Source: an optimization exercise on an open RTL-to-GDS flow (aim: small area). Production flows keep margins and buffers that such runs may drop.
Only simulation tests tie the RTL to the original design; equivalence was not proved.
No activity file was given, so power comes from the tool's default toggle rates.

File: flow/config.mk
export PLATFORM = sky130hd
export DESIGN_NAME = Nexys3fpga
export DESIGN_NICKNAME = Nexys3fpga
export VERILOG_FILES = /design/flow/design.v
export SDC_FILE = /design/flow/constraint.sdc
export NUM_CORES = 4
export LEC_CHECK = 0
export CAP_MARGIN = 20
export CORE_MARGIN = 2
export CORE_UTILIZATION = 40
export SLEW_MARGIN = 20
File: flow/constraint.sdc
create_clock -name core_clock -period 10.0 [get_ports {clk100}]
set_input_delay 2.0000 -clock core_clock [delete_from_list [all_inputs] [get_ports {clk100}]]
set_output_delay 2.0000 -clock core_clock [all_outputs]
set_load 0.01 [all_outputs]
File: flow/design.v
module db_cell #(parameter HI = 4, parameter LO = 4) (
	input      clk,
	input      rst,
	input      samp,        
	input      apply,       
	input      in,
	output reg out
);
	reg [2:0] run;
	wire due = out ? (run == LO) : (run == HI);
	always @(posedge clk)
		if (rst) begin
			out <= 1'b0;
			run <= 3'd0;
		end else if (samp)
			run <= (in != out) ? run + 3'd1 : 3'd0;
		else if (apply && due) begin
			out <= ~out;
			run <= 3'd0;
		end
endmodule
module Nexys3fpga (
	input 				clk100,
	input				rst,
	input				btnl, btnr,
	input				btnu, btnd,
	input				btns,
	input	[7:0]		sw,
	output	[7:0]		led,
	output 	[7:0]		seg,
	output	[3:0]		an
);
	localparam X0 = 3'd6, X1 = 3'd7;
	reg [2:0] dc;
	always @(posedge clk100)
		if (rst)            dc <= X0;
		else case (dc)
			3'd5:    dc <= 3'd0;
			X0:      dc <= X1;
			X1:      dc <= 3'd2;
			default: dc <= dc + 3'd1;
		endcase
	wire samp  = (dc == 3'd5);       
	wire c0    = (dc == 3'd0);       
	wire c1    = (dc == 3'd1);       
	wire x0    = (dc == X0);         
	localparam E0 = 4'd14, E1 = 4'd15;
	reg [3:0] ec;
	always @(posedge clk100)
		if (rst)            ec <= E0;
		else case (ec)
			4'd10:   ec <= 4'd0;
			E0:      ec <= E1;
			E1:      ec <= 4'd2;
			default: ec <= ec + 4'd1;
		endcase
	wire t10_1 = (ec == 4'd1);       
	wire [7:0] sw_db;
	wire       b_s;                  
	wire       b_l, b_u, b_r, b_d;
	genvar gi;
	generate for (gi = 0; gi < 8; gi = gi + 1) begin : SWD
		db_cell #(.HI(4), .LO(4)) u (.clk(clk100), .rst(rst), .samp(samp),
			.apply(1'b1), .in(sw[gi]), .out(sw_db[gi]));
	end endgenerate
	db_cell #(.HI(4), .LO(5)) UBS (.clk(clk100), .rst(rst), .samp(samp),
		.apply(1'b1), .in(btns), .out(b_s));
	db_cell #(.HI(4), .LO(5)) UBL (.clk(clk100), .rst(rst), .samp(samp),
		.apply(~c0), .in(btnl), .out(b_l));
	db_cell #(.HI(4), .LO(5)) UBU (.clk(clk100), .rst(rst), .samp(samp),
		.apply(~c0), .in(btnu), .out(b_u));
	db_cell #(.HI(4), .LO(5)) UBR (.clk(clk100), .rst(rst), .samp(samp),
		.apply(~c0), .in(btnr), .out(b_r));
	db_cell #(.HI(4), .LO(5)) UBD (.clk(clk100), .rst(rst), .samp(samp),
		.apply(~c0), .in(btnd), .out(b_d));
	assign led = sw_db;
	reg rd, started;
	always @(posedge clk100)
		if (rst) begin
			rd <= 1'b0;
			started <= 1'b0;
		end else begin
			rd <= b_s;
			started <= started | b_s;
		end
	reg m_dn, m_up, m_fast;
	reg n_dn, n_up, n_fast;
	always @* begin
		{n_dn, n_up, n_fast} = 3'b000;
		case ({b_l, b_u, b_r, b_d})
			4'b1000, 4'b0001: {n_dn, n_up, n_fast} = 3'b100;
			4'b1001:          {n_dn, n_up, n_fast} = 3'b101;
			4'b0010, 4'b0100: {n_dn, n_up, n_fast} = 3'b010;
			4'b0110:          {n_dn, n_up, n_fast} = 3'b011;
			default:          {n_dn, n_up, n_fast} = 3'b000;
		endcase
	end
	always @(posedge clk100)
		if (rst || rd)
			{m_dn, m_up, m_fast} <= 3'b000;
		else if (c1)
			{m_dn, m_up, m_fast} <= {n_dn, n_up, n_fast};
	reg [1:0] h3;
	reg [3:0] h2, h1;
	wire step = (m_fast ? t10_1 : c1) & (m_dn | m_up);
	wire h1z = (h1 == 4'd0), h2z = (h2 == 4'd0), h3z = (h3 == 2'd0);
	wire h1n = h1[3] & h1[0];                    
	wire h2n = h2[3] & h2[0];                    
	wire top = h3[1] & h3[0] & h2[2] & h2[0] & h1n;    
	always @(posedge clk100)
		if (rst || rd) begin
			h3 <= 2'd0; h2 <= 4'd0; h1 <= 4'd0;
		end else if (step) begin
			if (m_dn) begin
				if (h1z & h2z & h3z) begin
					h3 <= 2'd3; h2 <= 4'd5; h1 <= 4'd9;
				end else if (h1z & h2z) begin
					h3 <= h3 - 2'd1; h2 <= 4'd9; h1 <= 4'd9;
				end else if (h1z) begin
					h2 <= h2 - 4'd1; h1 <= 4'd9;
				end else
					h1 <= h1 - 4'd1;
			end else begin
				if (top) begin
					h3 <= 2'd0; h2 <= 4'd0; h1 <= 4'd0;
				end else if (h1n & h2n) begin
					h3 <= h3 + 2'd1; h2 <= 4'd0; h1 <= 4'd0;
				end else if (h1n) begin
					h2 <= h2 + 4'd1; h1 <= 4'd0;
				end else
					h1 <= h1 + 4'd1;
			end
		end
	reg [1:0] di;
	wire adv = started ? c0 : samp;
	always @(posedge clk100)
		if (rst || b_s)
			di <= 2'd0;
		else if (adv)
			di <= di + 2'd1;
	assign an = ~(4'b0001 << di);
	reg [2:0] mg;
	reg [2:0] mg_n;
	always @* begin
		mg_n = 3'd0;
		if (started && !rd)
			case ({di, dc})
				{2'd0, 3'd1}: mg_n = 3'd4;           
				{2'd0, 3'd2}: mg_n = 3'd1;           
				{2'd0, 3'd3}: mg_n = 3'd1;           
				{2'd0, 3'd4}: mg_n = 3'd2;           
				{2'd0, 3'd5}: mg_n = 3'd2;           
				{2'd1, 3'd1}: mg_n = 3'd3;           
				{2'd2, 3'd1}: mg_n = 3'd4;           
				{2'd3, 3'd1}: mg_n = 3'd3;           
				{2'd3, 3'd0}: mg_n = 3'd4;           
				default:      mg_n = 3'd0;
			endcase
	end
	always @(posedge clk100)
		if (rst) mg <= 3'd0;
		else     mg <= mg_n;
	reg [3:0] code;
	always @* begin
		case (di)
			2'd0: code = {1'b1, mg};       
			2'd1: code = h1;
			2'd2: code = h2;
			default: code = {2'b00, h3};
		endcase
	end
	reg [6:0] gl;
	always @* begin
		case (code)
			4'd0:  gl = 7'b1000000;
			4'd1:  gl = 7'b1111001;
			4'd2:  gl = 7'b0100100;
			4'd3:  gl = 7'b0110000;
			4'd4:  gl = 7'b0011001;
			4'd5:  gl = 7'b0010010;
			4'd6:  gl = 7'b0000010;
			4'd7:  gl = 7'b1111000;
			4'd9:  gl = (di == 2'd0) ? 7'b1111110 : 7'b0010000;
			4'd10: gl = 7'b1111101;
			4'd11: gl = 7'b1111011;
			4'd12: gl = 7'b1011111;
			4'd8:  gl = (di == 2'd0) ? 7'b1111111 : 7'b0000000;
			default: gl = 7'b1111111;
		endcase
	end
	reg [7:0] sg;
	always @(posedge clk100)
		if (rst)     sg <= 8'hFF;
		else if (x0) sg <= 8'h00;
		else         sg <= {di != 2'd2, gl};
	assign seg = sg;
endmodule
File: flow/run.sh
#!/bin/bash
# synth_recipe.tcl (not shown) runs the flow's synth.tcl, then flattens the netlist and writes it again
# the make line also repeats each setting of config.mk as NAME=value (left out here)
make -C /OpenROAD-flow-scripts/flow DESIGN_CONFIG=/design/flow/config.mk WORK_HOME=/design/flow/orfs CLKGATE_MAP_FILE= SYNTH_SCRIPT=/design/flow/synth_recipe.tcl finish
==> run summary <==
CTS tree done; final worst path period share 0.396; simple-gate share of the synthesized area 0.209; CTS Hold Bufs 0; CTS resizes 0; via/cell ratio 5.47; most used cell, CP inv_1; hpwl dp 6.87 mm; Setup Skew 0.00956 ns; io pins 35; final count of hold timing violations 0; Die Span X 115 µm; proportion of synthesized area in mux cells 0.0115; IO Port Bufs 34; Min Hold Slack 0.468 ns; CORE AREA 0.0120 mm²; CP cell instances inv_1 -> ha_1 -> inv_1 -> clkdlybuf4s50_1; Synth area leaders dfxtp_1, ha_1, a21oi_1; Clock power frac 0.388; arrival time worst endpoint 1.96 ns; area share of the largest cell type after synthesis 0.355; CP endpoint kind output port; FMAX 0.253 GHz; # Max-Cap Violations 0; post-route cell area 0.00562 mm²; Final Net Count 670; Slew @ Worst Pin 1.07 ns; Syn Nets 660; pwr/cell area 178 mW/mm²; wire length of the first global-routing pass 17.3 mm; clock slew at reported path FFs 0.07 ns; final setup TNS 0 ns; register area 0.00174 mm²; CP max FO 9; RSZ-0062 raised after global routing no; P&R area growth vs syn 14.4%; CP peak stage delay 0.54 ns; ant diodes 0; Netlist Area Pre-Place 0.00491 mm²; synthesis-stage register bit count 87; synth unique cells 61; Post-synth top flop dfxtp_1; startpoint types register; Worst Hold Class reg -> reg; worst vdd ir 0.0836 mV; clk sinks 87; Final ANT Viol Nets 0; P_int 715 µW; WL/cell 13.4 µm; share of cells above drive strength 1 0.0516; H-Tree Depth 3; DR iter-0 viols 262; compound-cell area share of the yosys netlist 0.216; post-layout minimum cycle time 3.96 ns; CP Class reg -> out; Total GRT Usage 0.161; number of synthesized flops with an enable pin 0; switching share of power 0.283; commonest non-fill, non-tap cell in the layout dfxtp_1; Flop pwr share 0.407; Die ar. 0.0132 mm²; GPL Wtd Cong 0.835; initial antenna violation count 0; most frequent cells in the layout dfxtp_1, nor2_1, nand2_1, a21oi_1, ha_1; pin count of the biggest net entering global routing 72; sequential-to-total area share from yosys stat 0.355; max-slew violation count 0; Synth Warn # 3; vias in the first global route 3851; Final Power 997 µW; clock latency on the worst-skew pair 0.34 ns; largest family of logic cells by synthesized area compound AO/OA/AOI/OAI gates; postcts setup bufs 0; Crit-path slowest cell clkdlybuf4s50_1; Slew HR 0.284; Layout fillers 1202; final wirelength 10.2 mm; Placed Area 0.00525 mm²; row count 40; Via Count 4195; clk buf depth 2; cell taking the most area after synthesis dfxtp_1; Die Height 115 µm; Adder-Cell Fraction of Synth Area 0.102; status no timing/DRC/antenna violations; Starting Density 0.409; Post-Synth XOR/XNOR Area 0.0392; Num CTS Buffers 9; final core utilization 0.468; ys async rst share 0; syn avg cell area 8.12 µm²; global route overflow 0; multi-input logic area 0.00284 mm²; CP Data Required Time 8.00 ns; 1st-pass router iterations 5; Pleak 0.00219 µW; CTS Root Cell clkbuf_16; final setup violation count 0; DRC Markers 0; Comb pwr share 0.205; Post-Synthesis Cells 605; P_sw 282 µW
[per-stage QoR]
step | cells | setup slack (ns)
floorplan | 605 | 6.99
global placement | 749 | 6.50
detailed placement | 749 | 6.44
CTS | 765 | 6.06
global route | 767 | 5.94
finish | 767 | 6.04
[flip-flops by register name (all words and copies together) (netlist names), 4 cells and up]
| register | flops |
|---|---|
| sg | 8 |
| ec | 4 |
| h2 | 4 |
| SWD.u.run | 24 |
| SWD.u.out | 8 |
| h1 | 4 |
[worst paths after layout]
path,start,to,slack (ns),cells past startpoint
max,di[0],an[0],6.04,4
min reg2reg,SWD[6].u.run[2],SWD[6].u.run[2],0.47,2
min,SWD[6].u.run[2],SWD[6].u.run[2],0.47,2
max reg2reg,di[0],sg[5],7.54,8
[synthesized netlist by cell type (11+ instances only)]
| cell | number |
|---|---|
| xor2_1 | 16 |
| inv_1 | 38 |
| nor2_1 | 70 |
| a31oi_1 | 15 |
| o22ai_1 | 11 |
| a21oi_1 | 56 |
| clkbuf_1 | 22 |
| dfxtp_1 | 87 |
| o21ai_0 | 32 |
| ha_1 | 40 |
| nand3_1 | 14 |
| nand2_1 | 56 |
[critical path: cells and delay by family, from the launching register on]
kind	cells	cell delay (ns)
buffers and inverters	3	0.79
flip-flops	1	0.51
adder cells (fa/ha/maj)	1	0.31
[final cells by class]
cell class,count,area share
Timing Repair Buffer,37,0.0646
Inverter,38,0.0254
Sequential cell,87,0.310
Multi-Input combinational cell,442,0.505
Clock buffer,10,0.0408
Clock inverter,6,0.0209
Tap cell,147,0.0328
[power by group through the flow]
stage	Sequential, µW	Clock, µW	Combinational [µW]
after global routing	410	417	230
after detailed placement	413	0	203
final	406	387	204
after global placement	411	0	197
after floorplan	411	0	136
after CTS	405	402	204
[cells by family (layout without fill, tap and decap cells)]
kind of cell               after synthesis  after routing
muxes                                    5              5
AOI/OAI and AO/OA                      166            166
adders and majority gates               40             40
xor gates and xnor gates                22             22
and+or+nand+nor                        209            209
buffers and inverters                   76             91
DFF                                     87             87
[layer usage]
metal,wire (µm),up-vias,GRT usage,share of wire
li1,-,2140,-,-
met1,4820,1976,0.192,0.47
met3,336,5,0.0406,0.033
met2,5020,74,0.283,0.49
met4,74,0,0.0562,0.0072
met5,0,-,0,0

[what the ideal ports hide]
The flow's constraints put no driver on any port. The routed layout listed below was extracted and timed again, unchanged, in two steps. Step 1: set_driving_cell puts a clkbuf_16 on clk100 and a buf_2 on each other input, an assumption about the parent block. Step 2, shift: input delay + t, output delay - t, t = (earliest + latest rising clock arrival at the registers) / 2. This alone moves slack from input paths to output paths. Slacks: ideal / step 1 / step 2; pairs: ideal / step 1.
shift t [ns]: 0.373
setup slack, ns: 6.045 / 6.005 / 6.379
slew at the worst register clock pin (ns): 0.07 / 0.07
pins driven straight from the clock port: 1
After both steps this run still meets setup and hold. The setup slack of this run moves by -0.040 ns with the drivers and by +0.334 ns with both steps.
